Source: an optimization exercise on an open RTL-to-GDS flow (aim: small area). Production flows keep margins and buffers that such runs may drop.
The RTL was checked by simulation tests, not by an equivalence proof against the original design.
Power is estimated from default activity; no workload was simulated.

<file path="design/flow/design.v">
module CC(
           clk,
           rst_n,
           in_valid,
           mode,
           xi,
           yi,
           out_valid,
           xo,
           yo
       );
input               clk, rst_n, in_valid;
input       [1:0]   mode;
input       [7:0]   xi, yi;
output              out_valid;
output      [7:0]   xo, yo;
localparam S_IDLE = 3'd0;
localparam S_CAP  = 3'd1;
localparam S_DIV  = 3'd2;
localparam S_RUN  = 3'd3;
localparam S_MUL  = 3'd4;
localparam S_LOAD = 3'd5;
localparam OP_H  = 3'd0;    
localparam OP_C  = 3'd1;    
localparam OP_R  = 3'd2;    
localparam OP_D  = 3'd3;    
localparam OP_S1 = 3'd4;    
localparam OP_S2 = 3'd5;    
reg [2:0] st;
reg [2:0] op;
reg [3:0] cnt;
reg       ph;
reg [1:0] md;
reg       valid;
reg       gneg;
reg       first;
reg [7:0] X, Y, YU, XL, XR, EL, ER, RL;
reg [8:0] DYm, QL, QR, RR;
reg signed [13:0] MA, MB, SA, SB;
reg signed [15:0] ACC;
assign out_valid = valid;
assign xo = X & {8{valid}};
assign yo = Y & {8{valid}};
wire m0 = md == 2'd0;
wire m1 = md == 2'd1;
wire m2 = md == 2'd2;
wire [1:0] pidx = (st == S_IDLE) ? 2'd0 : cnt[1:0];
wire cmode1 = (st == S_IDLE) ? (mode == 2'd1) : m1;
wire [7:0] xprev = (pidx == 2'd3) ? (cmode1 ? X : XR) : XL;
wire [7:0] yprev = (pidx == 2'd3) ? (cmode1 ? Y : ER) : YU;
wire [8:0] xsub = {xprev[7], xprev} - {xi[7], xi};
wire ycin = ~(pidx == 2'd2 && md == 2'd0);
wire [8:0] ysub = {yprev[7], yprev} + {~yi[7], ~yi} + {8'd0, ycin};
wire [8:0] dtL = {RL, QL[7]};
wire [9:0] duL = {1'b0, dtL} + {2'b11, ~DYm[7:0]};      
wire       dqL = ~duL[9];
wire [8:0] dtR = {RR[7:0], QR[7]};
wire [9:0] duR = {1'b0, dtR} + {2'b11, ~DYm[7:0]};
wire       dqR = ~duR[9];
wire [8:0] etL = EL + RL;
wire [9:0] euL = {1'b0, etL} + {2'b11, ~DYm[7:0]};
wire       ecL = ~euL[9];
wire [7:0] enL = ecL ? euL[7:0] : etL[7:0];
wire [7:0] xnL = XL + QL[7:0] + {7'd0, ecL};
wire [8:0] etR = ER + RR[7:0];
wire [9:0] euR = {1'b0, etR} + {2'b11, ~DYm[7:0]};
wire       ecR = ~euR[9];
wire [7:0] enR = ecR ? euR[7:0] : etR[7:0];
wire [7:0] xnR = XR + QR[7:0] + {7'd0, ecR};
wire row_end  = X == XR;
wire last_row = Y == YU;
wire [3:0] nsteps = (op == OP_D) ? 4'd13 : (op[2] ? 4'd8 : 4'd6);
wire last = cnt == nsteps;
wire mbit = ph ? SB[0] : SA[0];
wire addB = (op == OP_H) || (op == OP_R);
wire mneg = (ph ? ~addB : 1'b0) ^ last ^ gneg;
wire signed [15:0] mc = ph ? MB : MA;
wire signed [15:0] pp = mbit ? (mneg ? -mc : mc) : 16'sd0;
wire signed [15:0] asum = ACC + pp;
wire [13:0] res14 = {ACC[6:0], SA[13:7]};
wire d_zero = (asum == 16'sd0) && (SA[13:1] == 13'd0);
always @(posedge clk or negedge rst_n) begin
    if (!rst_n) begin
        st    <= S_IDLE;
        valid <= 1'b0;
        cnt   <= 4'd0;
    end else begin
        case (st)
            S_IDLE: begin
                valid <= 1'b0;
                if (in_valid) begin
                    st  <= S_CAP;
                    cnt <= 4'd1;
                end
            end
            S_CAP: begin
                cnt <= cnt + 4'd1;
                if (cnt[1:0] == 2'd3) begin
                    cnt <= 4'd0;
                    st  <= m0 ? S_DIV : S_MUL;
                end
            end
            S_DIV: begin
                cnt <= cnt + 4'd1;
                if (cnt == 4'd7) begin
                    st    <= S_RUN;
                    valid <= 1'b1;
                end
            end
            S_RUN: begin
                if (row_end && last_row) begin
                    st    <= S_IDLE;
                    valid <= 1'b0;
                end
            end
            S_MUL: begin
                if (ph) begin
                    cnt <= cnt + 4'd1;
                    if (last) begin
                        cnt <= 4'd0;
                        if (op == OP_D || op == OP_S2) begin
                            st    <= S_IDLE;
                            valid <= 1'b1;
                        end else
                            st <= S_LOAD;
                    end
                end
            end
            S_LOAD: st <= S_MUL;
            default: st <= S_IDLE;
        endcase
    end
end
always @(posedge clk) begin
    if ((st == S_IDLE && in_valid) || st == S_CAP) begin
        case (pidx)
            2'd0: begin
                md <= mode;
                XL <= xi;
                YU <= yi;
                ph <= 1'b0;
                gneg <= 1'b0;
                op <= (mode == 2'd1) ? OP_H : OP_S1;
            end
            2'd1: begin
                XR <= xi;
                ER <= yi;
                MA <= {{5{xsub[8]}}, xsub};
                SA <= {{5{xsub[8]}}, xsub};
                MB <= {{5{ysub[8]}}, ysub};
                SB <= {{5{ysub[8]}}, ysub};
            end
            2'd2: begin
                X  <= xi;
                Y  <= yi;
                XL <= xi;
                QL <= xsub;
                DYm <= ysub;
                if (m2) begin
                    MA <= {{5{xsub[8]}}, xsub};
                    MB <= {{5{ysub[8]}}, ysub};
                end
            end
            2'd3: begin
                XR <= xi;
                QR <= xsub;
                RR <= ysub;
                RL <= QL[8] ? DYm[7:0] : 8'd0;
                ACC <= 16'sd0;
                if (m2) begin
                    SA <= {{5{ysub[8]}}, ysub};
                    SB <= {{5{xsub[8]}}, xsub};
                end
            end
        endcase
        if (pidx == 2'd3 && m0)
            RR <= xsub[8] ? {1'b0, DYm[7:0]} : 9'd0;
    end
    if (st == S_DIV) begin
        RL <= dqL ? duL[7:0] : dtL[7:0];
        QL <= {QL[8], QL[6:0], dqL};
        RR <= {1'b0, dqR ? duR[7:0] : dtR[7:0]};
        QR <= {QR[8], QR[6:0], dqR};
        EL <= 8'd0;
        ER <= 8'd0;
        first <= 1'b1;
    end
    if (st == S_RUN) begin
        if (row_end) begin
            X  <= XL;
            Y  <= Y + 8'd1;
            XR <= xnR;
            ER <= enR;
            first <= 1'b1;
        end else begin
            X <= X + 8'd1;
            if (first) begin
                XL <= xnL;
                EL <= enL;
                first <= 1'b0;
            end
        end
    end
    if (st == S_MUL) begin
        if (ph) begin
            ACC <= asum >>> 1;
            SA  <= {asum[0], SA[13:1]};
            SB  <= SB >>> 1;
        end else begin
            ACC <= asum;
        end
        ph <= ~ph;
    end
    if (st == S_LOAD) begin
        ACC <= 16'sd0;
        case (op)
            OP_H: begin
                {X, Y} <= {{2{res14[13]}}, res14};
                SA <= {{5{DYm[8]}}, DYm};
                SB <= {{5{QL[8]}}, QL};
                op <= OP_C;
            end
            OP_C: begin
                {XL, XR} <= {{2{res14[13]}}, res14};
                MA <= {{5{QR[8]}}, QR};
                SA <= {{5{QR[8]}}, QR};
                MB <= {{5{RR[8]}}, RR};
                SB <= {{5{RR[8]}}, RR};
                op <= OP_R;
            end
            OP_R: begin
                MA <= res14;
                MB <= {XL[5:0], XR};
                SA <= {X[5:0], Y};
                SB <= {XL[5:0], XR};
                op <= OP_D;
            end
            default: begin
                gneg <= ACC[15];
                SA <= {{5{RR[8]}}, RR};
                SB <= {{5{QR[8]}}, QR};
                op <= OP_S2;
            end
        endcase
    end
    if (st == S_MUL && ph && last && op == OP_D) begin
        X <= 8'd0;
        Y <= {6'd0, d_zero, ~asum[15] & ~d_zero};
    end
    if (st == S_MUL && ph && last && op == OP_S2) begin
        X <= asum[8:1];
        Y <= {asum[0], SA[13:7]};
    end
end
endmodule
</file>
<file path="design/flow/run.sh">
#!/bin/bash
# synth_recipe.tcl (not shown) runs the flow's synth.tcl, then flattens the netlist and writes it again
# the make line also repeats each setting of config.mk as NAME=value (left out here)
make -C /OpenROAD-flow-scripts/flow DESIGN_CONFIG=/design/flow/config.mk WORK_HOME=/design/flow/orfs CLKGATE_MAP_FILE= SYNTH_SCRIPT=/design/flow/synth_recipe.tcl finish
</file>
<file path="design/flow/config.mk">
export PLATFORM = sky130hd
export DESIGN_NAME = CC
export DESIGN_NICKNAME = CC
export VERILOG_FILES = /design/flow/design.v
export SDC_FILE = /design/flow/constraint.sdc
export NUM_CORES = 4
export LEC_CHECK = 0
export CAP_MARGIN = 20
export CORE_MARGIN = 2
export CORE_UTILIZATION = 40
export PLACE_DENSITY = 0.6
export SLEW_MARGIN = 20
</file>
<file path="design/flow/constraint.sdc">
create_clock -name core_clock -period 50.0 [get_ports {clk}]
set_input_delay 10.0000 -clock core_clock [delete_from_list [all_inputs] [get_ports {clk}]]
set_output_delay 10.0000 -clock core_clock [all_outputs]
set_load 0.01 [all_outputs]
</file>
==> notes.md <==
==> flip-flops by register name (all words and copies together) (netlist names), 9 cells and up <==
register,flops
ACC,16
DYm,9
MA,14
MB,14
QL,9
QR,9
RR,9
SA,14
SB,14
==> layer usage <==
metal / share of wire / vias to the layer above / GRT usage
li1: - / 6916 / -
met3: 0.11 / 143 / 0.0705
met5: 0.0011 / - / 0.0128
met4: 0.031 / 2 / 0.0872
met1: 0.43 / 7280 / 0.413
met2: 0.43 / 814 / 0.459
==> worst reg2reg max path: stages, from the launching register on <==
cell	delay, ps
dfrtp_1	630
or3_1	570
nand2_1	490
inv_1	180
ha_1	230
buf_4	290
nand2_1	130
o21ai_0	100
fa_1	450
fa_1	450
nor2b_1	110
o21ai_0	110
a21boi_1	260
o21ai_0	170
a221o_1	460
and2_1	240
o21ai_0	530
o211ai_1	180
==> stage by stage <==
step                      hold WS, ps  instances
after floorplan                   436       1895
after global placement            447       2363
after detailed placement          452       2363
after CTS                         462       2395
after global routing              497       2396
final                             462       2396
==> final cells by class <==
class | count | share of cell area
clock buffers | 17 | 0.0258
flip-flops and latches | 188 | 0.266
multi-input cells | 1516 | 0.607
repair buffers | 62 | 0.0337
inverters | 87 | 0.0198
clock inverters | 15 | 0.00918
well taps | 511 | 0.0388
==> synth_stat cells, drive strengths merged, types with 9 or more instances <==
cell / number
nand4: 10
mux2i: 66
a22oi: 41
nand2b: 12
a21boi: 10
nor3: 38
o21ai: 157
o221ai: 20
a22o: 14
dfxtp: 122
inv: 86
a211oi: 10
a21oi: 197
a221o: 9
or3: 20
o21bai: 14
nor2: 168
a222oi: 12
nand3: 47
nand2: 176
fa: 14
a21o: 23
o22ai: 27
a221oi: 14
nor4: 11
o211ai: 18
o21a: 9
xor2: 42
o31ai: 9
xnor2: 55
and3: 19
buf: 21
edfxtp: 58
nor2b: 31
and2: 37
ha: 100
clkbuf: 83
==> report_power, final <==
part | switching [W] | internal, W
registers | 0.0000856 | 0.000223
logic | 0.000520 | 0.000323
clock network | 0.0000736 | 0.0000665
==> placed cells by master (no fill, tap or decap), types with 9 or more instances in the layout <==
master           instances
a21oi_1                196
nand2_1                176
nor2_1                 166
o21ai_0                154
dfxtp_1                122
ha_1                   100
inv_1                   84
mux2i_1                 66
edfxtp_1                58
xnor2_1                 55
nand3_1                 47
a22oi_1                 41
xor2_1                  41
clkdlybuf4s50_1         37
nor3_1                  36
and2_1                  36
nor2b_1                 31
o22ai_1                 27
buf_4                   24
a21o_1                  23
or3_1                   20
and3_1                  19
o221ai_1                19
o211ai_1                18
clkbuf_16               17
a22o_1                  14
a221oi_1                14
o21bai_1                14
fa_1                    14
nand2b_1                12
a222oi_1                12
nor4_1                  10
nand4_1                 10
a211oi_1                10
a221o_1                  9
o21a_1                   9
o31ai_1                  9
==> worst max path at each step <==
| stage | to | slack [ps] | depth (start not counted) |
|---|---|---|---|
| detailed placement | SB[13] | 35390 | 17 |
| global route | SB[13] | 35620 | 17 |
| global placement | SB[13] | 35450 | 17 |
| floorplan | SB[13] | 36380 | 16 |
| CTS | SB[13] | 35860 | 17 |
| finish | SB[13] | 35820 | 17 |
==> logic make-up after synthesis <==
group | Yosys count | share of synthesized area
flip-flops | 188 | 0.290
buffers and inverters | 191 | 0.0481
XOR/XNOR | 97 | 0.0568
AO/OA/AOI/OAI | 634 | 0.267
AND/OR/NAND/NOR | 597 | 0.187
adder cells (fa/ha/maj) | 114 | 0.101
multiplexers | 74 | 0.0497
==> metrics.md <==
| Metric | Value |
|---|---|
| Layout cell share with drive strength beyond 1 | 0.0456 |
| Reg2Reg Depth | 17 |
| Mean number of vias per cell | 6.33 |
| Routed WL | 58400 µm |
| Vias in the first global route | 14100 |
| CP max stage cell | o21ai_0 |
| Yosys top cell by area | dfxtp_1 |
| # rows | 71 |
| CTS tree | yes |
| Detailed-router iteration count before antenna repair | 9 |
| Placeable Area | 37400 µm² |
| Clock Root Buffer | clkbuf_16 |
| Initial antenna violation count | 0 |
| Register area | 4380 µm² |
| RSZ-0062 raised after global routing | no |
| Type of the most critical hold path | register to register |
| Yosys warnings | 1 |
| Place WS | 35390 ps |
| Final #Nets | 2007 |
| Synthesis-to-finish area growth | 9.24% |
| Setup TNS | 0 ps |
| RR Startpoint | st[0] |
| CP required | 50180 ps |
| # clock sinks | 188 |
| Synth top area share | 0.162 |
| Yosys cell types | 81 |
| CP max stage delay | 530 ps |
| Reg2Reg Capture Point | SB[13] |
| FILL cells | 3700 |
| Multi-input logic area | 10000 µm² |
| Synth Flop Type | dfxtp_1 |
| WHS Endpoint | ACC[7] |
| Syn avg cell area | 7.97 µm² |
| Drc violations | 0 |
| Seq/Total Area, Yosys | 0.290 |
| Crit path capture type | register |
| Dpl cell area | 15900 µm² |
| Kind of cell adding the most delay to the critical path | compound AO/OA/AOI/OAI gates |
| Period utilisation layout | 0.284 |
| Setup Skew | 16.6 ps |
| Die boundary width | 198 µm |
| HPWL after DPL | 43100 µm |
| Ports | 38 |
| Synth Instances | 1895 |
| Die area | 39300 µm² |
| Die height | 198 µm |
| Htree depth | 4 |
| Final Wtd Congestion | 1.03 |
| Clk buf depth | 2 |
| Max-slew violations | 0 |
| Starting Density | 0.404 |
| Via count | 15200 |
| Mapped cell area | 15100 µm² |
| # diodes | 0 |
| GR Overflow Total | 0 |
| Hold Startpoint | ACC[7] |
| PwrDens | 78.3 nW/µm² |
| Fmax | 0.0705 GHz |
| Tmin final | 14180 ps |
| CP Max Fanout | 18 |
| Arrival @ worst endpoint | 14360 ps |
| First element of the critical path | mode[1] |
| Max Cap Viol | 0 |
| Hold depth | 2 |
| Initial DRC Count | 1900 |
| Post_cts resized | 0 |
| Most used cell along the critical path | o21ai_0 |
| Setup crit start kind | input pin |
| Final-report hold violation count | 0 |
| Setup Buffers After CTS | 0 |
| Clock Latency Late Sink | 470 ps |
| Cts hold-fix bufs | 0 |
| Rel. slew slack | 0.190 |
| First-pass GRT wire length | 87900 µm |
| Largest net degree at the start of global routing | 47 |
| Crit path cell chain | clkdlybuf4s50_1 > nand2b_1 > o21ai_2 > buf_4 > mux2i_1 > nand2_1 > o21ai_0 > fa_1 > fa_1 > nor2b_1 > o21ai_0 > a21boi_1 > o21ai_0 > a221o_1 > and2_1 > o21ai_0 > o211ai_1 |
| Total track usage | 0.298 |
| Routed Antenna Nets | 0 |
| Number of buffers added on ports | 37 |
| Reg clk slew, reported paths | 80 ps |
| Worst VDD drop | 0.0000351 V |
| Average wire per standard cell | 24.4 µm |
| Post-synth ARST share | 0.0426 |
| Min setup slack post-route | 35820 ps |
| Leak pwr | 6.64 nW |
| Post-synth EDFFs | 58 |
| Worst Path Buf+Inv | 2 |
| Kind of critical path | input pin to register |
| Register bit total from synthesis | 188 |
| Utilization after layout | 0.441 |
| Synth area leaders | dfxtp_1 (16%), edfxtp_1 (12%), ha_1 (8.3%), a21oi_1 (6.5%), o21ai_0 (5.1%) |
| Syn_nets | 2030 |
| Finished Cell Area | 16500 µm² |
| TritonCTS buffer count | 17 |
| Status | finished clean |
| Final setup vio count | 0 |
| Measured slew at the worst slew-check pin | 1210 ps |
| Overall power | 0.00129 W |
| Reg-to-reg slack, setup | 44130 ps |

separate check: timing with driven ports:
No port has a modelled driver above. Below, the same layout with a new extraction and two added sets of constraints.
Step 1: set_driving_cell puts a clkbuf_16 on clk and a buf_2 on each other input, an assumption about the parent block.
Step 2 adds t to the input delays and takes it off the output delays; t is the mean of the earliest and latest rising clock arrival at the registers after step 1. Input paths then give back, and output paths get back, about the clock's delay inside the block.
Slacks: no drivers / after step 1 / after step 2; pairs: no drivers / after step 1.
t, ns: 0.514
setup slack, ns: 35.819 / 35.855 / 35.341
worst setup path at the end: input to register
latest minus earliest clock arrival (ns): 0.018 / 0.018
After both steps this run still meets setup and hold. The setup slack of this run moves by +0.036 ns with the drivers and by -0.478 ns with both steps.
